Source: an optimization exercise on an open RTL-to-GDS flow (aim: small area). Production flows keep margins and buffers that such runs may drop.
The RTL was checked by simulation tests, not by an equivalence proof against the original design.
No activity file was given, so power comes from the tool's default toggle rates.

==> flow/design.v (excerpt) <==
module rgb_to_ycbcr_444(
  input wire in_reset,
  input wire in_clock,
  input wire [7:0] in_r,
  input wire [7:0] in_g,
  input wire [7:0] in_b,
  output reg [7:0] out_y,
  output reg [7:0] out_cb,
  output reg [7:0] out_cr
  );
  wire n0 = in_g[0] & in_b[0];
  wire n1, n2;
  fa_cell u_n1 (.a(in_r[0]), .b(in_g[1]), .c(in_b[1]), .s(n1), .co(n2));
  wire n3 = n0 & n1;
  wire n4, n5;
  fa_cell u_n4 (.a(in_r[1]), .b(in_g[2]), .c(in_b[2]), .s(n4), .co(n5));
  wire n6 = (n2 & n4) | (n2 & n3) | (n4 & n3);
  wire n7, n8;
  fa_cell u_n7 (.a(in_r[2]), .b(in_g[3]), .c(in_b[3]), .s(n7), .co(n8));
  wire n9, n10;
  fa_cell u_n9 (.a(in_b[0]), .b(n5), .c(n7), .s(n9), .co(n10));
  wire n11 = n9 & n6;
  wire n12, n13;
  fa_cell u_n12 (.a(in_r[3]), .b(in_g[4]), .c(in_b[4]), .s(n12), .co(n13));
  wire n14, n15;
  fa_cell u_n14 (.a(in_b[1]), .b(in_b[0]), .c(n8), .s(n14), .co(n15));
  wire n16, n17;
  fa_cell u_n16 (.a(n12), .b(n10), .c(n14), .s(n16), .co(n17));
  wire n18 = n11 & n16;
  wire n19, n20;
  fa_cell u_n19 (.a(in_r[4]), .b(in_g[5]), .c(in_b[5]), .s(n19), .co(n20));
  wire n21, n22;
  fa_cell u_n21 (.a(in_b[2]), .b(in_b[1]), .c(n13), .s(n21), .co(n22));
  wire n23, n24;
  fa_cell u_n23 (.a(n19), .b(n15), .c(n21), .s(n23), .co(n24));
  wire n25 = (n17 & n23) | (n17 & n18) | (n23 & n18);
  wire n26, n27;
  fa_cell u_n26 (.a(in_r[5]), .b(in_r[0]), .c(in_g[6]), .s(n26), .co(n27));
  wire n28, n29;
  fa_cell u_n28 (.a(in_b[6]), .b(in_b[3]), .c(in_b[2]), .s(n28), .co(n29));
  ...
export LEC_CHECK = 0
export CAP_MARGIN = 20
export CORE_MARGIN = 2
export CORE_UTILIZATION = 60
export CTS_BUF_LIST = sky130_fd_sc_hd__clkbuf_4 sky130_fd_sc_hd__clkbuf_8
export GPL_TIMING_DRIVEN = 0
export SLEW_MARGIN = 20
export SYNTH_HIERARCHICAL = 1
export SYNTH_MINIMUM_KEEP_SIZE = 0
create_clock -name core_clock -period 6.0 [get_ports {in_clock}]
standard.sh (not shown) runs the stock make flow with config.mk's settings and CLKGATE_MAP_FILE= SYNTH_SCRIPT=/design/flow/synth_recipe.tcl, a recipe that flattens the netlist after the stock synthesis.
==> flow/flow/run.sh <==
#!/bin/bash
export BUFFER_PORTS_ARGS="-buffer_cell sky130_fd_sc_hd__buf_1"
export CTS_ARGS="-sink_clustering_enable -repair_clock_nets -dont_use_dummy_load -buf_list {sky130_fd_sc_hd__clkbuf_4 sky130_fd_sc_hd__clkbuf_8}"
bash standard.sh > standard.log 2>&1
==> next run, changes <==
--- a/flow/design.v
+++ b/flow/design.v
@@ -120,28 +120,28 @@
   wire n102 = n87 & n96;
   wire n103 = n97 | (n98 & n95);
   wire n104 = n98 & n96;
   wire n105 = n92 | (n93 & n103);
   wire n106 = n93 & n104;
   wire n107 = n99 | (n100 & n103);
   wire n108 = n100 & n104;
   wire n109 = n80;
   wire n110;
-  xnor_cell u_n110 (.a(n85), .b(n109), .y(n110));
+  xor_cell u_n110 (.a(n85), .b(n109), .y(n110));
   wire n111 = n95;
   wire n112;
   xor_cell u_n112 (.a(n88), .b(n111), .y(n112));
   wire n113 = n101;
   wire n114;
-  xnor_cell u_n114 (.a(n91), .b(n113), .y(n114));
+  xor_cell u_n114 (.a(n91), .b(n113), .y(n114));
   wire n115 = n103;
   wire n116;
-  xnor_cell u_n116 (.a(n94), .b(n115), .y(n116));
+  xor_cell u_n116 (.a(n94), .b(n115), .y(n116));
   wire n117 = n105;
   wire n118 = in_b[0] & ~in_g[0];
   wire n119 = in_b[0] | ~in_g[0];
   wire n120;
   xor_cell u_n120 (.a(in_b[0]), .b(in_g[0]), .y(n120));
   wire n121 = in_b[1] & ~in_g[1];
   wire n122 = in_b[1] | ~in_g[1];
   wire n123;
   xor_cell u_n123 (.a(in_b[1]), .b(in_g[1]), .y(n123));
@@ -428,40 +428,40 @@
   wire n367 = n339 & n361;
   wire n368 = n350 | (n351 & n360);
   wire n369 = n351 & n361;
   wire n370 = n352 | (n353 & n360);
   wire n371 = n353 & n361;
   wire n372 = n362 | (n363 & n360);
   wire n373 = n363 & n361;
   wire n374 = n354;
   wire n375;
-  xnor_cell u_n375 (.a(n317), .b(n374), .y(n375));
+  xor_cell u_n375 (.a(n317), .b(n374), .y(n375));
   wire n376 = n356;
   wire n377;
-  xnor_cell u_n377 (.a(n282), .b(n376), .y(n377));
+  xor_cell u_n377 (.a(n282), .b(n376), .y(n377));
   wire n378 = n358;
   wire n379;
-  xnor_cell u_n379 (.a(n320), .b(n378), .y(n379));
+  xor_cell u_n379 (.a(n320), .b(n378), .y(n379));
   wire n380 = n360;
   wire n381;
-  xnor_cell u_n381 (.a(n323), .b(n380), .y(n381));
+  xor_cell u_n381 (.a(n323), .b(n380), .y(n381));
   wire n382 = n364;
   wire n383;
   xor_cell u_n383 (.a(n326), .b(n382), .y(n383));
   wire n384 = n366;
   wire n385;
-  xnor_cell u_n385 (.a(n329), .b(n384), .y(n385));
+  xor_cell u_n385 (.a(n329), .b(n384), .y(n385));
   wire n386 = n368;
   wire n387;
   xor_cell u_n387 (.a(n302), .b(n386), .y(n387));
   wire n388 = n370;
   wire n389;
-  xnor_cell u_n389 (.a(n304), .b(n388), .y(n389));
+  xor_cell u_n389 (.a(n304), .b(n388), .y(n389));
   wire n390;
   xor_cell u_n390 (.a(n183), .b(n120), .y(n390));
   wire n391 = n183 | n120;
   wire n392;
   xor_cell u_n392 (.a(n230), .b(n167), .y(n392));
   wire n393 = n230 | n167;
   wire n394;
   xor_cell u_n394 (.a(n391), .b(n392), .y(n394));
   wire n395 = n391 | n392;
@@ -590,43 +590,43 @@
   wire n512 = n496 & n494;
   wire n513 = n497 | (n498 & n493);
   wire n514 = n498 & n494;
   wire n515 = n499 | (n500 & n493);
   wire n516 = n500 & n494;
   wire n517 = n501 | (n502 & n493);
   wire n518 = n502 & n494;
   wire n519 = n493;
   wire n520;
-  xnor_cell u_n520 (.a(n445), .b(n519), .y(n520));
+  xor_cell u_n520 (.a(n445), .b(n519), .y(n520));
   wire n521 = n503;
   wire n522;
-  xnor_cell u_n522 (.a(n412), .b(n521), .y(n522));
+  xor_cell u_n522 (.a(n412), .b(n521), .y(n522));
   wire n523 = n505;
   wire n524;
-  xnor_cell u_n524 (.a(n448), .b(n523), .y(n524));
+  xor_cell u_n524 (.a(n448), .b(n523), .y(n524));
   wire n525 = n507;
   wire n526;
-  xnor_cell u_n526 (.a(n424), .b(n525), .y(n526));
+  xor_cell u_n526 (.a(n424), .b(n525), .y(n526));
   wire n527 = n509;
   wire n528;
   xor_cell u_n528 (.a(n451), .b(n527), .y(n528));
   wire n529 = n511;
   wire n530;
   xor_cell u_n530 (.a(n454), .b(n529), .y(n530));
   wire n531 = n513;
   wire n532;
   xor_cell u_n532 (.a(n434), .b(n531), .y(n532));
   wire n533 = n515;
   wire n534;
-  xnor_cell u_n534 (.a(n436), .b(n533), .y(n534));
-  wire [7:0] y_d = {n117, ~n116, ~n114, ~n112, ~n110, n82, n62, n54};
-  wire [7:0] cb_d = {~n389, ~n387, ~n385, ~n383, ~n381, ~n379, ~n377, ~n375};
-  wire [7:0] cr_d = {~n534, ~n532, ~n530, ~n528, ~n526, ~n524, ~n522, ~n520};
+  xor_cell u_n534 (.a(n436), .b(n533), .y(n534));
+  wire [7:0] y_d = {n117, n116, n114, ~n112, n110, n82, n62, n54};
+  wire [7:0] cb_d = {n389, ~n387, n385, ~n383, n381, n379, n377, n375};
+  wire [7:0] cr_d = {n534, ~n532, ~n530, ~n528, n526, n524, n522, n520};
   always @(posedge in_clock) begin
     if (in_reset) begin
       out_y <= 8'd0;
       out_cb <= 8'd0;
       out_cr <= 8'd0;
     end else begin
       out_y <= y_d;
       out_cb <= cb_d;
       out_cr <= cr_d;
@@ -635,15 +635,12 @@
 endmodule
 module fa_cell(input wire a, input wire b, input wire c, output wire s, output wire co);
   assign s = a ^ b ^ c;
   assign co = (a & b) | (a & c) | (b & c);
 endmodule
 module ha_cell(input wire a, input wire b, output wire s, output wire co);
   assign s = a ^ b;
   assign co = a & b;
 endmodule
-module xnor_cell(input wire a, input wire b, output wire y);
-  assign y = ~(a ^ b);
-endmodule
 module xor_cell(input wire a, input wire b, output wire y);
   assign y = a ^ b;
 endmodule
Outcome:
- non-clock buffer count does not change
- design area rises by about 0.66%
- cell count is unchanged
- first-iteration DRC count grows by about 28%
- die area came out higher by 0.93%
- synthesized area went up by 0.98%
- count of clock-buffer cells in the layout is unchanged
- total power goes down by about 0.43%
- setup slack loses 0.019 ns

[port drivers added, routing unchanged]
No port has a modelled driver above. Below, the same layouts with a new extraction and two added sets of constraints.
Step 1 (the two cells are an assumption about what drives the block):
set clk [get_ports {in_clock}]
set_driving_cell -lib_cell sky130_fd_sc_hd__clkbuf_16 $clk
set_driving_cell -lib_cell sky130_fd_sc_hd__buf_2 [delete_from_list [all_inputs] $clk]
Step 2 times the ports against the registers' clock, not the clock port: input delays grow and output delays shrink by t, the midpoint of the rising clock arrivals with the driver on.
a / b / c = ideal / step 1 / step 2; a / b = the first two.
| run | t (ns) | setup slack, ns | clock arrival spread, ns | worst slew at a driven data input, ns | cell pins on the clock port's net |
|---|---|---|---|---|---|
| the first run | 0.284 | 0.202 / 0.203 / -0.081 | 0.006 / 0.006 | 0.04 | 1 |
| the second run | 0.304 | 0.184 / 0.186 / -0.118 | 0.009 / 0.009 | 0.03 | 1 |
With both steps, setup timing fails in the first run and the second run, where it was met with ideal ports. For the second run, which loses most, drivers alone change the setup slack by +0.002 ns; drivers and shift together by -0.302 ns.
